Background: an optimization exercise with open tools, aiming at a short achievable clock period and few clock cycles. Do not read the settings as production practice. For this run, only the layout was checked, not whether the RTL still works. Power is estimated from default activity; no workload was simulated.

==> design.v <==
module cpu4(input clk,
            input rst,
            output [7:0] imem_addr,
            input [15:0] imem_data,
            output [7:0] dmem_addr,
            output [15:0] dmem_wdata,
            output dmem_we,
            output dmem_re,
            input [15:0] dmem_rdata,
            output rf_we,
            output [3:0] rf_waddr,
            output [15:0] rf_wdata,
            output halted);
    genvar gi;
    reg [7:0]  pc;            
    reg        halted_r;
    reg        e_valid;       
    reg        e_wr;          
    reg        e_ld;          
    reg        e_ri;          
    reg        e_br;          
    reg        e_pred;        
    reg [5:0]  e_bt;          
    reg [3:0]  e_dst;
    reg [15:0] e_ra;          
    reg [15:0] e_rb;          
    reg [15:0] e_rd;          
    reg [15:0] e_imm;         
    reg        e_fa;          
    reg [3:0]  e_cs;          
    reg [5:0]  e_sb;          
    reg        e_cin;         
    reg [7:0]  e_tgt;         
    reg [7:0]  e_fall;        
    reg        s_pend;        
    reg [2:0]  s_t;           
    reg [2:0]  s_cs;          
    reg        s_pred;        
    reg [7:0]  s_redir;       
    reg        e_re_r, e_we_r;
    reg [7:0]  e_daddr;       
    reg [15:0] e_wdata;       
    reg        w_we;
    reg [15:0] w_oh;          
    reg [3:0]  w_addr;
    reg [15:0] w_data;
    reg        w_zero;        
    wire [255:0] rfv;
    wire [15:0] zf;
    wire [15:0] alu;
    cpu4_alu add(.ra(e_ra), .rb(e_rb), .rd(e_rd), .imm(e_imm), .w(w_data),
                 .fa(e_fa), .sb(e_sb), .cin(e_cin), .s(alu));
    wire [15:0] e_res = e_ld ? dmem_rdata : alu;
    wire t0, t1, t2;
    wire s0, s1, s2;
    cpu4_brcmp c0(.bt(e_bt), .x(e_ra), .y(e_rd), .taken(t0), .slow(s0));
    cpu4_brcmp c1(.bt(e_bt), .x(w_data), .y(e_rd), .taken(t1), .slow(s1));
    cpu4_brcmp c2(.bt(e_bt), .x(e_ra), .y(w_data), .taken(t2), .slow(s2));
    wire taken = (e_cs[0] & t0) | (e_cs[1] & t1) | (e_cs[2] & t2) | e_cs[3];
    wire e_slow = e_bt[4] | e_bt[5];
    wire s_miss = ((s_cs[0] & s_t[0]) | (s_cs[1] & s_t[1]) |
                   (s_cs[2] & s_t[2])) ^ s_pred;
    wire mispredict2 = s_pend & s_miss;
    wire mispredict = (e_valid & e_br & ~e_slow & (taken ^ e_pred)) | mispredict2;
    wire e_fwd = e_valid & e_wr;
    wire e_zero;
    cpu4_zalu zalu(.ra(e_ra), .rb(e_rb), .rd(e_rd), .imm(e_imm), .w(w_data),
                   .fa(e_fa), .sb(e_sb), .cin(e_cin), .ld(e_ld),
                   .rdata(dmem_rdata), .z(e_zero));
    wire za0, za1;
    cpu4_zero16 ez0(.a(e_ra), .b(e_imm), .cin(e_cin), .z(za0));
    cpu4_zero16 ez1(.a(w_data), .b(e_imm), .cin(e_cin), .z(za1));
    wire e_zfwd = e_fa ? za1 : za0;
    generate
        for (gi = 0; gi < 16; gi = gi + 1) begin : R
            reg [15:0] q;
            reg z;
            wire wr = w_oh[gi];
            always @(posedge clk)
                if (wr) begin
                    q <= w_data;
                    z <= w_zero;
                end
            assign rfv[gi*16 +: 16] = wr ? w_data : q;
            assign zf[gi] = wr ? w_zero : z;
        end
    endgenerate
    wire [3:0] op = imem_data[15:12];
    wire [3:0] rd = imem_data[11:8];
    wire [3:0] ra = imem_data[7:4];
    wire [3:0] rb = imem_data[3:0];
    wire f_ld   = (op == 4'd0);
    wire f_st   = (op == 4'd1);
    wire f_rr   = (op == 4'd2) | (op == 4'd3);
    wire f_ri   = (op == 4'd4) | (op == 4'd5);
    wire f_sub  = (op == 4'd3) | (op == 4'd5);
    wire f_halt = (op == 4'd7);
    wire f_bz   = (op == 4'd8);
    wire f_bnz  = (op == 4'd9);
    wire f_beq  = (op == 4'd13);
    wire f_bneq = (op == 4'd14);
    wire f_blt  = (op == 4'd6);
    wire f_bgt  = (op == 4'd15);
    wire f_cmp  = f_beq | f_bneq | f_blt | f_bgt;    
    wire f_br   = f_bz | f_bnz | f_cmp;
    wire f_wr   = f_ld | f_rr | f_ri;
    wire fa = e_fwd & (e_dst == ra);
    wire fb = e_fwd & (e_dst == rb);
    wire fd = e_fwd & (e_dst == rd);
    wire same = (ra == rd);
    wire back = rb[3];
    wire z_ok = ~fa | e_ri;
    wire zf_ra;
    cpu4_mux16 #(.W(1)) zf_rd(.d(zf), .s(ra), .y(zf_ra));
    wire st_pred = (f_beq & (same | back)) | (f_bneq & ~same) |
                   ((f_blt | f_bgt) & ~same & back);
    wire z_ra = z_ok & (fa ? e_zfwd : zf_ra);
    wire f_pred = (f_bz & z_ra) | (f_bnz & ~z_ra) | st_pred;
    wire [15:0] rf_a, rf_b, rf_d;
    cpu4_mux16 #(.W(16)) rd_a(.d(rfv), .s(ra), .y(rf_a));
    cpu4_mux16 #(.W(16)) rd_b(.d(rfv), .s(rb), .y(rf_b));
    cpu4_mux16 #(.W(16)) rd_d(.d(rfv), .s(rd), .y(rf_d));
    wire [15:0] sx16 = {{12{rb[3]}}, rb};
    wire b_imm = f_ri;
    wire b_rd  = f_cmp & ~fd;
    wire b_w   = (f_cmp & fd) | (~f_ri & ~f_cmp & fb & ~f_sub);
    wire b_wn  = ~f_ri & ~f_cmp & fb & f_sub;
    wire b_rb  = ~f_ri & ~f_cmp & ~fb & ~f_sub;
    wire b_rbn = ~f_ri & ~f_cmp & ~fb & f_sub;
    wire [3:0] hi   = pc[7:4];
    wire [3:0] hi_p = hi + 4'd1;
    wire [3:0] hi_m = hi - 4'd1;
    wire [127:0] tgv;
    generate
        for (gi = 0; gi < 16; gi = gi + 1) begin : T
            localparam integer SK = (gi >= 8) ? gi - 16 : gi;
            localparam [4:0] C1 = SK;
            wire [4:0] l1 = {1'b0, pc[3:0]} + C1;
            wire [3:0] h1 = l1[4] ? ((SK < 0) ? hi_m : hi_p) : hi;
            assign tgv[gi*8 +: 8] = {h1, l1[3:0]};    
        end
    endgenerate
    wire [4:0] l3 = {1'b0, pc[3:0]} + 5'd1;
    wire [7:0] pc1 = {l3[4] ? hi_p : hi, l3[3:0]};
    wire [7:0] pc_tgt;
    cpu4_mux16 #(.W(8)) tg(.d(tgv), .s(rb), .y(pc_tgt));
    wire [7:0] e_redir = e_pred ? e_fall : e_tgt;
    wire [7:0] pc_d;
    wire st_wait = f_st & e_valid & e_slow;
    wire hold = f_halt | halted_r | st_wait;
    cpu4_pcnext pm(.op(op), .ra(ra), .rd(rd), .back(back), .h(hold),
                   .z_ok(z_ok), .fa(fa), .zfwd(e_zfwd), .zf(zf_ra),
                   .pc(pc), .tgt(pc_tgt), .pc1(pc1),
                   .m(mispredict | rst), .redir(rst ? 8'd0 : mispredict2 ? s_redir : e_redir),
                   .d(pc_d));
    always @(posedge clk)
        pc <= pc_d;
    wire [7:0] e_daddr_d;
    wire [15:0] e_wdata_d;
    cpu4_alufwd #(.W(8)) fwd_ad(.ra(e_ra[7:0]), .rb(e_rb[7:0]), .rd(e_rd[7:0]),
                                .imm(e_imm[7:0]), .w(w_data[7:0]), .fa(e_fa),
                                .sb(e_sb), .cin(e_cin), .ld(dmem_rdata[7:0]),
                                .rf(rf_a[7:0]), .sa(fa & ~e_ld), .sl(fa & e_ld),
                                .y(e_daddr_d));
    cpu4_alufwd #(.W(16)) fwd_wd(.ra(e_ra), .rb(e_rb), .rd(e_rd), .imm(e_imm),
                                 .w(w_data), .fa(e_fa), .sb(e_sb), .cin(e_cin),
                                 .ld(dmem_rdata), .rf(rf_b), .sa(fb & ~e_ld),
                                 .sl(fb & e_ld), .y(e_wdata_d));
    wire f_go = ~mispredict & ~f_halt & ~halted_r & ~st_wait;
    always @(posedge clk) begin
        if (rst) begin
            halted_r <= 1'b0;
            s_pend <= 1'b0;
            e_valid <= 1'b0;
            e_re_r <= 1'b0;
            e_we_r <= 1'b0;
            w_we <= 1'b0;
            w_oh <= 16'd0;
        end else begin
            if (f_halt && !mispredict && !e_fwd && !(e_valid && e_slow))
                halted_r <= 1'b1;
            s_pend <= e_valid & e_slow & ~mispredict2;
            e_valid <= f_go;
            e_re_r <= f_go & f_ld;
            e_we_r <= f_go & f_st;
            w_we <= e_fwd & ~mispredict2;
            w_oh <= {16{e_fwd & ~mispredict2}} & (16'd1 << e_dst);
        end
        e_wr <= f_wr;
        e_ld <= f_ld;
        e_ri <= f_ri;
        e_br <= f_br;
        e_pred <= f_pred;
        e_bt <= {f_bgt, f_blt, f_bneq, f_beq, f_bnz, f_bz};
        e_dst <= rd;
        e_ra <= rf_a;
        e_rb <= rf_b;
        e_rd <= rf_d;
        e_imm <= f_sub ? ~sx16 : sx16;
        e_fa <= fa;
        e_cs <= {f_cmp & fa & fd & f_beq, f_cmp & ~fa & fd,
                 fa & ~(f_cmp & fd), ~fa & ~(f_cmp & fd)};
        e_sb <= {b_wn, b_w, b_imm, b_rd, b_rbn, b_rb};
        e_cin <= f_sub;
        e_tgt <= pc_tgt;
        e_fall <= pc1;
        s_t <= {s2, s1, s0};
        s_cs <= e_cs[2:0];
        s_pred <= e_pred;
        s_redir <= e_redir;
        e_daddr <= e_daddr_d;
        e_wdata <= e_wdata_d;
        w_addr <= e_dst;
        w_data <= e_res;
        w_zero <= e_zero;
    end
    assign imem_addr = pc;
    assign dmem_addr = e_daddr;
    assign dmem_wdata = e_wdata;
    assign dmem_we = e_we_r;
    assign dmem_re = e_re_r;
    assign rf_we = w_we;
    assign rf_waddr = w_addr;
    assign rf_wdata = w_data;
    assign halted = halted_r;
endmodule
module cpu4_mux16 #(parameter W = 16)
                  (input [16*W-1:0] d,
                   input [3:0] s,
                   output [W-1:0] y);
    assign y = d[s*W +: W];
endmodule
module cpu4_pcnext(input [3:0] op,
                   input [3:0] ra,
                   input [3:0] rd,
                   input back,
                   input h,
                   input z_ok,
                   input fa,
                   input zfwd,
                   input zf,
                   input [7:0] pc,
                   input [7:0] tgt,
                   input [7:0] pc1,
                   input m,
                   input [7:0] redir,
                   output [7:0] d);
    wire same = (ra == rd);
    wire st_pred = ((op == 4'd13) & (same | back)) | ((op == 4'd14) & ~same) |
                   (((op == 4'd6) | (op == 4'd15)) & ~same & back);
    wire z = z_ok & (fa ? zfwd : zf);
    wire pred = ((op == 4'd8) & z) | ((op == 4'd9) & ~z) | st_pred;
    wire [7:0] df = h ? pc : pred ? tgt : pc1;
    assign d = m ? redir : df;
endmodule
module cpu4_brcmp(input [5:0] bt,
                  input [15:0] x,
                  input [15:0] y,
                  output taken,
                  output slow);
    wire eq   = (x == y);
    wire zero = (x == 16'd0);
    wire lt   = $signed(x) < $signed(y);
    wire gt   = $signed(x) > $signed(y);
    assign taken = (bt[0] & zero) | (bt[1] & ~zero) | (bt[2] & eq) |
                   (bt[3] & ~eq);
    assign slow = (bt[4] & lt) | (bt[5] & gt);
endmodule
module cpu4_zero16(input [15:0] a,
                   input [15:0] b,
                   input cin,
                   output z);
    assign z = ((a ^ b) == {a[14:0] | b[14:0], cin});
endmodule
module cpu4_alufwd #(parameter W = 16)
                   (input [W-1:0] ra,
                    input [W-1:0] rb,
                    input [W-1:0] rd,
                    input [W-1:0] imm,
                    input [W-1:0] w,
                    input fa,
                    input [5:0] sb,
                    input cin,
                    input [W-1:0] ld,
                    input [W-1:0] rf,
                    input sa,
                    input sl,
                    output [W-1:0] y);
    wire [W-1:0] a = fa ? w : ra;
    wire [W-1:0] b = ({W{sb[0]}} & rb) | ({W{sb[1]}} & ~rb) |
                     ({W{sb[2]}} & rd) | ({W{sb[3]}} & imm) |
                     ({W{sb[4]}} & w) | ({W{sb[5]}} & ~w);
    wire [W:0] t = {a, 1'b1} + {b, cin};
    assign y = ({W{sa}} & t[W:1]) | ({W{sl}} & ld) | ({W{~sa & ~sl}} & rf);
endmodule
module cpu4_zalu(input [15:0] ra,
                 input [15:0] rb,
                 input [15:0] rd,
                 input [15:0] imm,
                 input [15:0] w,
                 input fa,
                 input [5:0] sb,
                 input cin,
                 input ld,
                 input [15:0] rdata,
                 output z);
    wire [15:0] a = fa ? w : ra;
    wire [15:0] b = ({16{sb[0]}} & rb) | ({16{sb[1]}} & ~rb) |
                    ({16{sb[2]}} & rd) | ({16{sb[3]}} & imm) |
                    ({16{sb[4]}} & w) | ({16{sb[5]}} & ~w);
    wire az = ((a ^ b) == {a[14:0] | b[14:0], cin});
    assign z = ld ? (rdata == 16'd0) : az;
endmodule
module cpu4_alu(input [15:0] ra,
                input [15:0] rb,
                input [15:0] rd,
                input [15:0] imm,
                input [15:0] w,
                input fa,
                input [5:0] sb,
                input cin,
                output [15:0] s);
    wire [15:0] a = fa ? w : ra;
    wire [15:0] b = ({16{sb[0]}} & rb) | ({16{sb[1]}} & ~rb) |
                    ({16{sb[2]}} & rd) | ({16{sb[3]}} & imm) |
                    ({16{sb[4]}} & w) | ({16{sb[5]}} & ~w);
    wire [16:0] t = {a, 1'b1} + {b, cin};
    assign s = t[16:1];
endmodule
==> run.sh <==
#!/bin/bash
# synth_recipe.tcl (not shown) runs the flow's synth.tcl, then flattens the netlist and writes it again
# the make line also repeats each setting of config.mk as NAME=value (left out here)
make -C /OpenROAD-flow-scripts/flow DESIGN_CONFIG=/design/flow/config.mk WORK_HOME=/design/flow/orfs CLKGATE_MAP_FILE= SYNTH_SCRIPT=/design/flow/synth_recipe.tcl finish
==> config.mk <==
export PLATFORM = sky130hd
export DESIGN_NAME = cpu4
export DESIGN_NICKNAME = cpu4
export VERILOG_FILES = /design/flow/design.v
export SDC_FILE = /design/flow/constraint.sdc
export NUM_CORES = 4
export LEC_CHECK = 0
export CAP_MARGIN = 20
export CORE_MARGIN = 2
export CORE_UTILIZATION = 40
export SETUP_SLACK_MARGIN = 5
export SLEW_MARGIN = 20
export SYNTH_HIERARCHICAL = 1
export SYNTH_MINIMUM_KEEP_SIZE = 0
==> constraint.sdc <==
create_clock -name core_clock -period 8.0 [get_ports {clk}]
set_input_delay 1.6000 -clock core_clock [delete_from_list [all_inputs] [get_ports {clk}]]
set_output_delay 1.6000 -clock core_clock [all_outputs]
set_load 0.01 [all_outputs]
==> summary.txt <==
vias in the first global route: 23.9k
fin. max-slew vios: 0
VDD IR max: 162 uV
Synth Area in Compound Gates: 0.0986
Critical Path Source Type: primary input
Seq/Total Area, Yosys: 0.305
status: finished clean
Final min period: 3160 ps
grt total ovfl: 0
Yosys top cell area share: 0.305
clock-pin slew on the worst setup and hold paths: 60 ps
Final GP Congestion: 0.919
Synth area leaders: dfxtp_1 30%, mux4_2 14%, mux2_2 13%
initial antenna violation count: 4
total CTS buffers: 50
wire per inst: 27.7 um
YS warnings: 7
Post-Synth Simple-Gate Area: 0.0815
1st-iter DRT viols: 2,518
DRT Wirelength: 107,000 um
hold buffers post-CTS: 0
Synth-to-Final Area Change: 21.2%
Die Width: 278 um
RSZ-0062 raised after global routing: true
CTS tree: built
count of final setup violators: 0
critical path endpoint category: register
via count: 24.3k
FF+latch count, synth: 456
CORE AREA: 0.0743 mm^2
CP max stage delay: 490 ps
setup_tns: 0 ps
dpl hpwl: 63,700 um
most frequent cells in the layout: 391 x dfxtp_1, 332 x mux2_2, 187 x mux4_2
remaining antenna violation count after routing: 0
Setup Skew: 25.3 ps
layout cells sized above 1: 0.348
xor/xnor share of the synthesized area: 0.0473
GRT Overall Usage: 0.265
vias per cell: 6.30
max_cap viols: 0
Starting Density: 0.403
Syn Inst Count: 2,719
H-tree Lvls: 2
critical-path maximum fanout: 8
Hold Path Depth: 0
endpoints failing hold: 0
Num Clock Sinks: 456
Synth Flop Type: dfxtp_1
fill count: 6,545
io pins: 90
Post-synth EDFFs: 0
Synth Area in Adders: 0.0624
FF-to-FF path depth: 11
WP data arrival: 3680 ps
number of distinct library cells after synthesis: 90
pwr dens: 222 mW/mm^2
synthesized cell area: 0.0300 mm^2
largest area contributor in the netlist: dfxtp_1
post-synthesis mux area share: 0.353
fraction of registers with async set/reset: 0
Rows: 100
final std cells w/o fill: 3,861
Mapped Nets: 2,900
critical path, cell by cell: buf_16, mux4_2, mux2i_1, mux2i_2, mux2_4, a211oi_4, a31o_4, o31ai_2, a31oi_1
Clock Path Buffers: 3
commonest non-fill, non-tap cell in the layout: dfxtp_1
pin count of the biggest net entering global routing: 66
clk root buf: clkbuf_16
placed cell count: 3,635
Hold Crit Class: register to register
die area: 0.0771 mm^2
1st-pass router iterations: 5
leakage power: 14.7 nW
Ant. Diodes: 0
drt drc: 0
flop-to-flop setup slack: 4850 ps
Slowest-stage cell, CP: mux4_2
Highest Clock Rate: 316 MHz
Synth Area per Inst: 11.0 um^2
Die Ht: 278 um
first-pass GRT wire length: 154,000 um
clock latency on the worst-skew pair: 610 ps
WP data required: 8520 ps
period utilization: 0.396
worst hold slack: 361 ps
Final #Nets: 3,036
main combinational cell family by area after synthesis: multiplexers
Worst slew margin: 0.527
Setup CP Type: primary input to register
Port Buffers: 89
Worst-Margin Slew: 708 ps
cells by family after synthesis:
group,Yosys count
adders and majority gates,148
and+or+nand+nor,470
muxes,712
AOI/OAI and AO/OA,421
buffers and inverters,350
xor gates and xnor gates,162
DFF,456
where the power goes:
group,internal (mW),total (mW),switching [mW]
Sequential,2.50,2.68,0.184
Clock,1.34,2.34,1.01
Combinational,1.48,3.05,1.56
Total,5.32,8.07,2.75
metrics by stage:
stage / worst slack [ps] / instance area (um^2) / power (mW) / utilization
after global placement: 3560 / 31500 / 5.06 / 0.424
after CTS: 4870 / 35300 / 7.90 / 0.475
after global routing: 4780 / 36300 / 8.40 / 0.489
after detailed placement: 3480 / 31500 / 5.14 / 0.424
after floorplan: 4600 / 30100 / 4.42 / -
final: 4840 / 36300 / 8.07 / 0.489
layout make-up:
cell class | instances | area, um^2 | area share
repair buffers | 286 | 3640 | 0.100
flip-flops and latches | 456 | 9320 | 0.256
repair inverters | 1 | 5.00 | 0.000138
well taps | 969 | 1210 | 0.0334
multi-input cells | 1913 | 19900 | 0.549
inverters | 147 | 566 | 0.0156
clock inverters | 20 | 250 | 0.00689
clock buffers | 69 | 1400 | 0.0386
timing repair:
item | CTS | global route
buffers inserted | 76 | 31
gates resized for setup | 299 | 150
setup endpoints to repair | 145 | 61
pin swaps | 17 | 35
gates cloned | 23 | 7
synthesized netlist by cell type (all sizes together), types with 75 or more instances:
cell    count
nand2     139
xnor2      98
mux4      228
dfxtp     456
buf        75
a22oi     174
mux2i     144
clkbuf    125
ha        144
inv       146
a21oi      84
nor2       91
mux2      340
per-layer routing:
metal | global-route usage | wire length [um]
met5 | 0 | 13
met1 | 0.343 | 42500
met4 | 0.116 | 5170
met3 | 0.0579 | 10300
met2 | 0.424 | 49000
final timing paths:
path | end | startpoint
hold reg to reg | s_cs[0] | e_cs[0]
setup reg to reg | pc[7] | e_ra[4]
setup / recovery | pc[7] | imem_data[4]
hold / removal | s_cs[0] | e_cs[0]
per-module statistics from Yosys, one instance, submodules excluded, excerpt:
module | cells inside | flops+latches
cpu4 | 1155 | 456
cpu4_alu | 191 | 0
cpu4_brcmp | 72 | 0
cpu4_pcnext | 70 | 0
cpu4_zalu | 134 | 0
cpu4_zero16 | 67 | 0
critical path: cells and delay by family:
family,cells,cell delay [ps]
muxes,4,1170
buffers and inverters,1,100
AOI/OAI and AO/OA,4,800
flip-flops by register name, summed over array words and instances (netlist names), 3 cells and up:
signal and count:
R.q 256, R.z 16, e_bt 6, e_cs 4
e_daddr 8, e_dst 4, e_fall 8, e_imm 4
e_ra 16, e_rb 16, e_rd 16, e_sb 6
e_tgt 8, e_wdata 16, pc 8, s_cs 3
s_redir 8, s_t 3, w_addr 4, w_data 16
w_oh 16

static timing again, ports no longer ideal:
The flow's constraints put no driver on any port. The routed layout listed below was extracted and timed again, unchanged, in two steps.
Step 1 assumes that a clkbuf_16 drives the clock port and a buf_2 every other input.
Step 2 moves the port delays by t, midway between the first and last clock arrival at a register: inputs arrive t later, outputs are due t later. That takes back most of the time a late clock gives input paths.
a / b / c = no drivers / after step 1 / after step 2; a / b = the first two.
shift t [ns]: 0.670
setup slack, ns: 4.836 / 4.694 / 4.024
clock arrival spread, ns: 0.027 / 0.026
worst data-port slew with drivers (ns): 0.26
After both steps this run still meets setup and hold. The setup slack of this run moves by -0.142 ns with the drivers and by -0.812 ns with both steps.
